Context: an optimization exercise on an open-source flow, tuned for small area. The choices shown serve that exercise and are no tape-out recipe. In this exercise RTL edits were held to simulation tests only and were not proved equivalent to the original. Power figures rest on the tool's default switching activity, not on a simulated workload.

==> flow/design.v <==
module ahb_slave(hreadyin, htrans, haddr, valid, tempselx);
  input        hreadyin;
  input  [1:0] htrans;
  input  [31:0] haddr;
  output       valid;
  output [2:0] tempselx;
  wire inwin = (haddr[31:28] == 4'b1000) & ~(haddr[27] & haddr[26]);
  assign valid = hreadyin & htrans[1] & inwin;
  assign tempselx[0] = (haddr[31:28] == 4'b1000) & (haddr[27:26] == 2'b00);
  assign tempselx[1] = (haddr[31:28] == 4'b1000) & (haddr[27:26] == 2'b01);
  assign tempselx[2] = (haddr[31:28] == 4'b1000) & (haddr[27:26] == 2'b10);
endmodule
module apb_controller(hclk, hresetn, hwrite, haddr, hwdata, valid, tempselx,
                      pwrite, penable, psel, paddr, pwdata, hr_readyout);
  input        hclk, hresetn, hwrite, valid;
  input  [31:0] haddr, hwdata;
  input  [2:0] tempselx;
  output reg   pwrite, penable, hr_readyout;
  output reg [2:0]  psel;
  output reg [31:0] paddr, pwdata;
  localparam ST_IDLE     = 3'd0,
             ST_READ     = 3'd1,
             ST_WWAIT    = 3'd2,
             ST_WRITE    = 3'd3,
             ST_WENABLE  = 3'd4,
             ST_WRITEP   = 3'd5,
             ST_WENABLEP = 3'd7;
  reg [2:0]  st, nst;
  reg [31:0] a1, a2;
  reg        w1, w2, b1, z, zz;
  wire s_idle  = (st == ST_IDLE);
  wire s_read  = (st == ST_READ);
  wire s_wwait = (st == ST_WWAIT);
  wire s_write = (st == ST_WRITE);
  wire s_wen   = (st == ST_WENABLE);
  wire s_wp    = (st == ST_WRITEP);
  wire s_wenp  = (st == ST_WENABLEP);
  wire rd = valid & ~hwrite;
  wire wr = valid &  hwrite;
  always @(*) begin
    case (st)
      ST_IDLE, ST_WENABLE: nst = wr ? ST_WWAIT : (rd ? ST_READ : ST_IDLE);
      ST_READ:     nst = ST_IDLE;
      ST_WWAIT:    nst = valid ? ST_WRITEP : ST_WRITE;
      ST_WRITE:    nst = valid ? ST_WENABLEP : ST_WENABLE;
      ST_WRITEP:   nst = ST_WENABLEP;
      ST_WENABLEP: nst = ~w2 ? ST_READ :
                         (valid & w1) ? ST_WRITEP :
                         ~valid ? ST_WRITE : ST_IDLE;
      default:     nst = ST_IDLE;
    endcase
  end
  wire big   = hwrite & b1;
  wire holdA2 = (s_wwait & valid & big) |
                (s_wenp & (~w2 | (valid ? big : ~w1)));
  wire sel2ok = ~zz;
  wire selA  = s_idle;
  wire sel1  = (s_read & ~w1) | s_wwait | s_wen;
  wire sel2  = ((s_read & w1) | s_write | s_wp | s_wenp) & sel2ok;
  wire ldD = ~(s_write | s_wp | (s_wenp & valid & ~w1));
  always @(posedge hclk) begin
    z  <= ~hresetn;
    a1 <= haddr;
    if (!holdA2) begin
      a2 <= a1;
      zz <= z;
    end
    w1 <= hwrite;
    w2 <= w1;
    b1 <= |hwdata[31:8];
    paddr  <= ({32{selA}} & haddr) | ({32{sel1}} & a1) | ({32{sel2}} & a2);
    if (ldD) pwdata <= hwdata;
    pwrite <= s_wwait | s_write | s_wp | (s_wen & w1) | (s_wenp & w2);
  end
  always @(posedge hclk) begin
    if (!hresetn) begin
      st          <= ST_IDLE;
      psel        <= 3'b000;
      penable     <= 1'b0;
      hr_readyout <= 1'b1;
    end else begin
      st          <= nst;
      psel        <= ((s_idle & rd) | (s_wen & wr) | ~(s_idle | s_wen)) ? tempselx : 3'b000;
      penable     <= s_read | s_write | s_wp;
      hr_readyout <= s_read | s_write |
                     (s_idle & ~rd) |
                     ((s_wwait | s_wen) & ~valid) |
                     (s_wp & w1) |
                     (s_wenp & ~valid & w2);
    end
  end
endmodule
module bridge_top(hclk,hresetn,hwrite,haddr,hwdata,hreadyin,htrans,prdata,pwrite,penable,psel,paddr,pwdata,hrdata,hr_readyout,hresp);
input hclk,hresetn,hwrite,hreadyin;
input [1:0]htrans;
input [31:0]haddr,hwdata,prdata;
output pwrite,penable,hr_readyout;
output [1:0]hresp;
output [2:0]psel;
output [31:0]paddr,pwdata,hrdata;
wire [2:0] tempselx;
wire valid;
ahb_slave ahb_sl(.hreadyin(hreadyin), .htrans(htrans), .haddr(haddr),
                 .valid(valid), .tempselx(tempselx));
apb_controller apb_c(.hclk(hclk), .hresetn(hresetn), .hwrite(hwrite),
                     .haddr(haddr), .hwdata(hwdata), .valid(valid),
                     .tempselx(tempselx), .pwrite(pwrite), .penable(penable),
                     .psel(psel), .paddr(paddr), .pwdata(pwdata),
                     .hr_readyout(hr_readyout));
assign hrdata = prdata;
assign hresp  = 2'b00;
endmodule
export LEC_CHECK = 0
export CAP_MARGIN = 0
export CORE_MARGIN = 2
export CORE_UTILIZATION = 65
export SLEW_MARGIN = 0
create_clock -name core_clock -period 4.0 [get_ports {hclk}]
standard.sh (not shown) runs the stock make flow with config.mk's settings and CLKGATE_MAP_FILE= SYNTH_SCRIPT=/design/flow/synth_recipe.tcl, a recipe that flattens the netlist after the stock synthesis.
==> flow/flow/run.sh <==
#!/bin/bash
# Own layout flow: the standard layout, with the port buffers made of the
# smallest buffer cell (buf_1) and a clock tree with larger sink clusters.
# make's full output goes to flow_make.log here; ORFS keeps each tool's log
# under orfs/logs/.
set -euo pipefail
bash standard.sh BUFFER_PORTS_ARGS="-buffer_cell sky130_fd_sc_hd__buf_1" CTS_ARGS="-sink_clustering_enable -repair_clock_nets -buf_list sky130_fd_sc_hd__clkbuf_8 -sink_clustering_size 40 -sink_clustering_max_diameter 300 -sink_buffer_max_cap_derate 0.5 -dont_use_dummy_load" finish > flow_make.log 2>&1
The starting point completed with no timing, DRC or antenna violations.
Change:
==> flow/run.sh (new file) <==
#!/bin/bash
# synth_recipe.tcl (not shown) runs the flow's synth.tcl, then flattens the netlist and writes it again
# the make line also repeats each setting of config.mk as NAME=value (left out here)
make -C /OpenROAD-flow-scripts/flow DESIGN_CONFIG=/design/flow/config.mk WORK_HOME=/design/flow/orfs CLKGATE_MAP_FILE= SYNTH_SCRIPT=/design/flow/synth_recipe.tcl finish
--- a/flow/config.mk
+++ b/flow/config.mk
@@ -6,6 +6,7 @@
 export NUM_CORES = 4
 export LEC_CHECK = 0
-export CAP_MARGIN = 0
+export CAP_MARGIN = 20
 export CORE_MARGIN = 2
-export CORE_UTILIZATION = 65
-export SLEW_MARGIN = 0
+export CORE_UTILIZATION = 40
+export CTS_BUF_LIST = sky130_fd_sc_hd__clkbuf_8
+export SLEW_MARGIN = 20
removed: flow/flow/run.sh
removed: flow/standard.sh
Outcome:
- final area is higher by about a fifth
- power is higher by about a fifth
- flip-flop and latch count is unchanged
- synthesized area does not change
- setup slack is worse by 330 ps
- via count climbs slightly
- global-route usage came out lower by 8.2 points
- wire length grows by a little under a tenth
- hold slack hardly moves
- final cell count increases by roughly a tenth
Change:
==> flow/flow/run.sh (new file) <==
#!/bin/bash
# Own layout flow: the standard layout, with the port buffers made of the
# smallest buffer cell (buf_1) and a clock tree with larger sink clusters.
# make's full output goes to flow_make.log here; ORFS keeps each tool's log
# under orfs/logs/.
set -euo pipefail
bash standard.sh BUFFER_PORTS_ARGS="-buffer_cell sky130_fd_sc_hd__buf_1" CTS_ARGS="-sink_clustering_enable -repair_clock_nets -buf_list sky130_fd_sc_hd__clkbuf_8 -sink_clustering_size 40 -sink_clustering_max_diameter 300 -sink_buffer_max_cap_derate 0.5 -dont_use_dummy_load" finish > flow_make.log 2>&1
==> flow/standard.sh (new file) <==
#!/bin/bash
# synth_recipe.tcl (not shown) runs the flow's synth.tcl, then flattens the netlist and writes it again
# the make line also repeats each setting of config.mk as NAME=value (left out here)
make -C /OpenROAD-flow-scripts/flow DESIGN_CONFIG=/design/flow/config.mk WORK_HOME=/design/flow/orfs CLKGATE_MAP_FILE= SYNTH_SCRIPT=/design/flow/synth_recipe.tcl "${@:-finish}"
==> flow/config.mk (replaced) <==
export PLATFORM = sky130hd
export DESIGN_NAME = bridge_top
export DESIGN_NICKNAME = bridge_top
export VERILOG_FILES = /design/flow/design.v
export SDC_FILE = /design/flow/constraint.sdc
export NUM_CORES = 4
export LEC_CHECK = 0
export ABC_AREA = 1
export CAP_MARGIN = 0
export CORE_MARGIN = 2
export CORE_UTILIZATION = 65
export SLEW_MARGIN = 0
removed: flow/run.sh
After rerunning:
- The changed run ran to the end with no violations
- sequential power barely changes
- worst hold slack gets worse by 14 ps
- cell count rose by a few percent
- register-to-register slack gets better by 150 ps
- routed wire length fell by a few percent
Change:
==> flow/run.sh (new file) <==
#!/bin/bash
# synth_recipe.tcl (not shown) runs the flow's synth.tcl, then flattens the netlist and writes it again
# the make line also repeats each setting of config.mk as NAME=value (left out here)
make -C /OpenROAD-flow-scripts/flow DESIGN_CONFIG=/design/flow/config.mk WORK_HOME=/design/flow/orfs CLKGATE_MAP_FILE= SYNTH_SCRIPT=/design/flow/synth_recipe.tcl finish
--- a/flow/config.mk
+++ b/flow/config.mk
@@ -6,7 +6,7 @@
 export NUM_CORES = 4
 export LEC_CHECK = 0
-export ABC_AREA = 1
-export CAP_MARGIN = 0
+export CAP_MARGIN = 20
 export CORE_MARGIN = 2
-export CORE_UTILIZATION = 65
-export SLEW_MARGIN = 0
+export CORE_UTILIZATION = 40
+export CTS_BUF_LIST = sky130_fd_sc_hd__clkbuf_4 sky130_fd_sc_hd__clkbuf_8
+export SLEW_MARGIN = 20
removed: flow/flow/run.sh
removed: flow/standard.sh
The new run passed the timing, design-rule and antenna checks.
Cell count is lower by 5.7%.
Worst setup slack loses 540 ps.
Cell area is higher by 18%.
Power grows by 17%.
Change:
==> flow/flow/run.sh (new file) <==
#!/bin/bash
# Own layout flow: the standard layout, with the port buffers made of the
# smallest buffer cell (buf_1) and a clock tree with larger sink clusters.
# make's full output goes to flow_make.log here; ORFS keeps each tool's log
# under orfs/logs/.
set -euo pipefail
bash standard.sh BUFFER_PORTS_ARGS="-buffer_cell sky130_fd_sc_hd__buf_1" CTS_ARGS="-sink_clustering_enable -repair_clock_nets -buf_list sky130_fd_sc_hd__clkbuf_8 -sink_clustering_size 40 -sink_clustering_max_diameter 300 -sink_buffer_max_cap_derate 0.5 -dont_use_dummy_load" finish > flow_make.log 2>&1
==> flow/standard.sh (new file) <==
#!/bin/bash
# synth_recipe.tcl (not shown) runs the flow's synth.tcl, then flattens the netlist and writes it again
# the make line also repeats each setting of config.mk as NAME=value (left out here)
make -C /OpenROAD-flow-scripts/flow DESIGN_CONFIG=/design/flow/config.mk WORK_HOME=/design/flow/orfs CLKGATE_MAP_FILE= SYNTH_SCRIPT=/design/flow/synth_recipe.tcl "${@:-finish}"
==> flow/config.mk (replaced) <==
export PLATFORM = sky130hd
export DESIGN_NAME = bridge_top
export DESIGN_NICKNAME = bridge_top
export VERILOG_FILES = /design/flow/design.v
export SDC_FILE = /design/flow/constraint.sdc
export NUM_CORES = 4
export LEC_CHECK = 0
export ABC_AREA = 1
export CAP_MARGIN = 0
export CORE_MARGIN = 2
export CORE_UTILIZATION = 80
export PLACE_DENSITY = 0.9
export SLEW_MARGIN = 0
removed: flow/run.sh
After rerunning: The changed run passed the timing, design-rule and antenna checks. Worst setup slack gains 480 ps. Cell count is higher by 2.0%. Synthesized area is higher by about 2%.
Change:
==> flow/flow/run.sh (replaced) <==
#!/bin/bash
# Own layout flow: the standard layout, with the port buffers made of the
# smallest buffer cell (buf_1) and a clock tree with larger sink clusters.
# make's full output goes to flow_make.log here; ORFS keeps each tool's log
# under orfs/logs/.
set -euo pipefail
bash standard.sh BUFFER_PORTS_ARGS="-buffer_cell sky130_fd_sc_hd__buf_1" CTS_ARGS="-sink_clustering_enable -repair_clock_nets -buf_list sky130_fd_sc_hd__clkbuf_16 -sink_clustering_size 80 -sink_clustering_max_diameter 500 -sink_buffer_max_cap_derate 1.0 -dont_use_dummy_load" finish > flow_make.log 2>&1
==> flow/config.mk (replaced) <==
export PLATFORM = sky130hd
export DESIGN_NAME = bridge_top
export DESIGN_NICKNAME = bridge_top
export VERILOG_FILES = /design/flow/design.v
export SDC_FILE = /design/flow/constraint.sdc
export NUM_CORES = 4
export LEC_CHECK = 0
export CAP_MARGIN = 20
export CORE_MARGIN = 2
export CORE_UTILIZATION = 40
export SLEW_MARGIN = 20
What happened:
- count of clock-buffer cells in the layout is unchanged
- setup slack loses 150 ps
- die area went up by 90%
- total power rises by 17%

separate check: timing with driven ports:
How much do the figures lean on ideal ports? The routed layouts below were timed once more, with nothing changed but the port constraints.
Step 1 (the two cells are an assumption about what drives the block):
set clk [get_ports {hclk}]
set_driving_cell -lib_cell sky130_fd_sc_hd__clkbuf_16 $clk
set_driving_cell -lib_cell sky130_fd_sc_hd__buf_2 [delete_from_list [all_inputs] $clk]
Step 2 moves the port delays by t, midway between the first and last clock arrival at a register: inputs arrive t later, outputs are due t later. That takes back most of the time a late clock gives input paths.
Slacks: ideal / step 1 / step 2; pairs: ideal / step 1.
| run | shift t [ns] | setup slack, ns | hold WS [ns] | slew at the worst register clock pin (ns) | cell pins on the clock port's net |
|---|---|---|---|---|---|
| the first run | 0.446 | 1.535 / 1.540 / 1.095 | 0.412 / 0.412 / 0.412 | 0.08 / 0.08 | 1 |
| the second run | 0.449 | 1.208 / 1.218 / 0.769 | 0.414 / 0.414 / 0.414 | 0.09 / 0.09 | 1 |
| the third run | 0.436 | 1.745 / 1.758 / 1.322 | 0.400 / 0.400 / 0.400 | 0.08 / 0.08 | 1 |
| the fourth run | 0.449 | 1.208 / 1.218 / 0.769 | 0.414 / 0.414 / 0.414 | 0.09 / 0.09 | 1 |
| the fifth run | 0.439 | 1.687 / 1.684 / 1.245 | 0.412 / 0.412 / 0.412 | 0.08 / 0.08 | 1 |
| the sixth run | 0.444 | 1.538 / 1.556 / 1.112 | 0.402 / 0.402 / 0.402 | 0.06 / 0.06 | 1 |
After both steps every run listed still meets setup and hold. The setup slack of the fifth run, which loses most, moves by -0.003 ns with the drivers and by -0.442 ns with both steps.
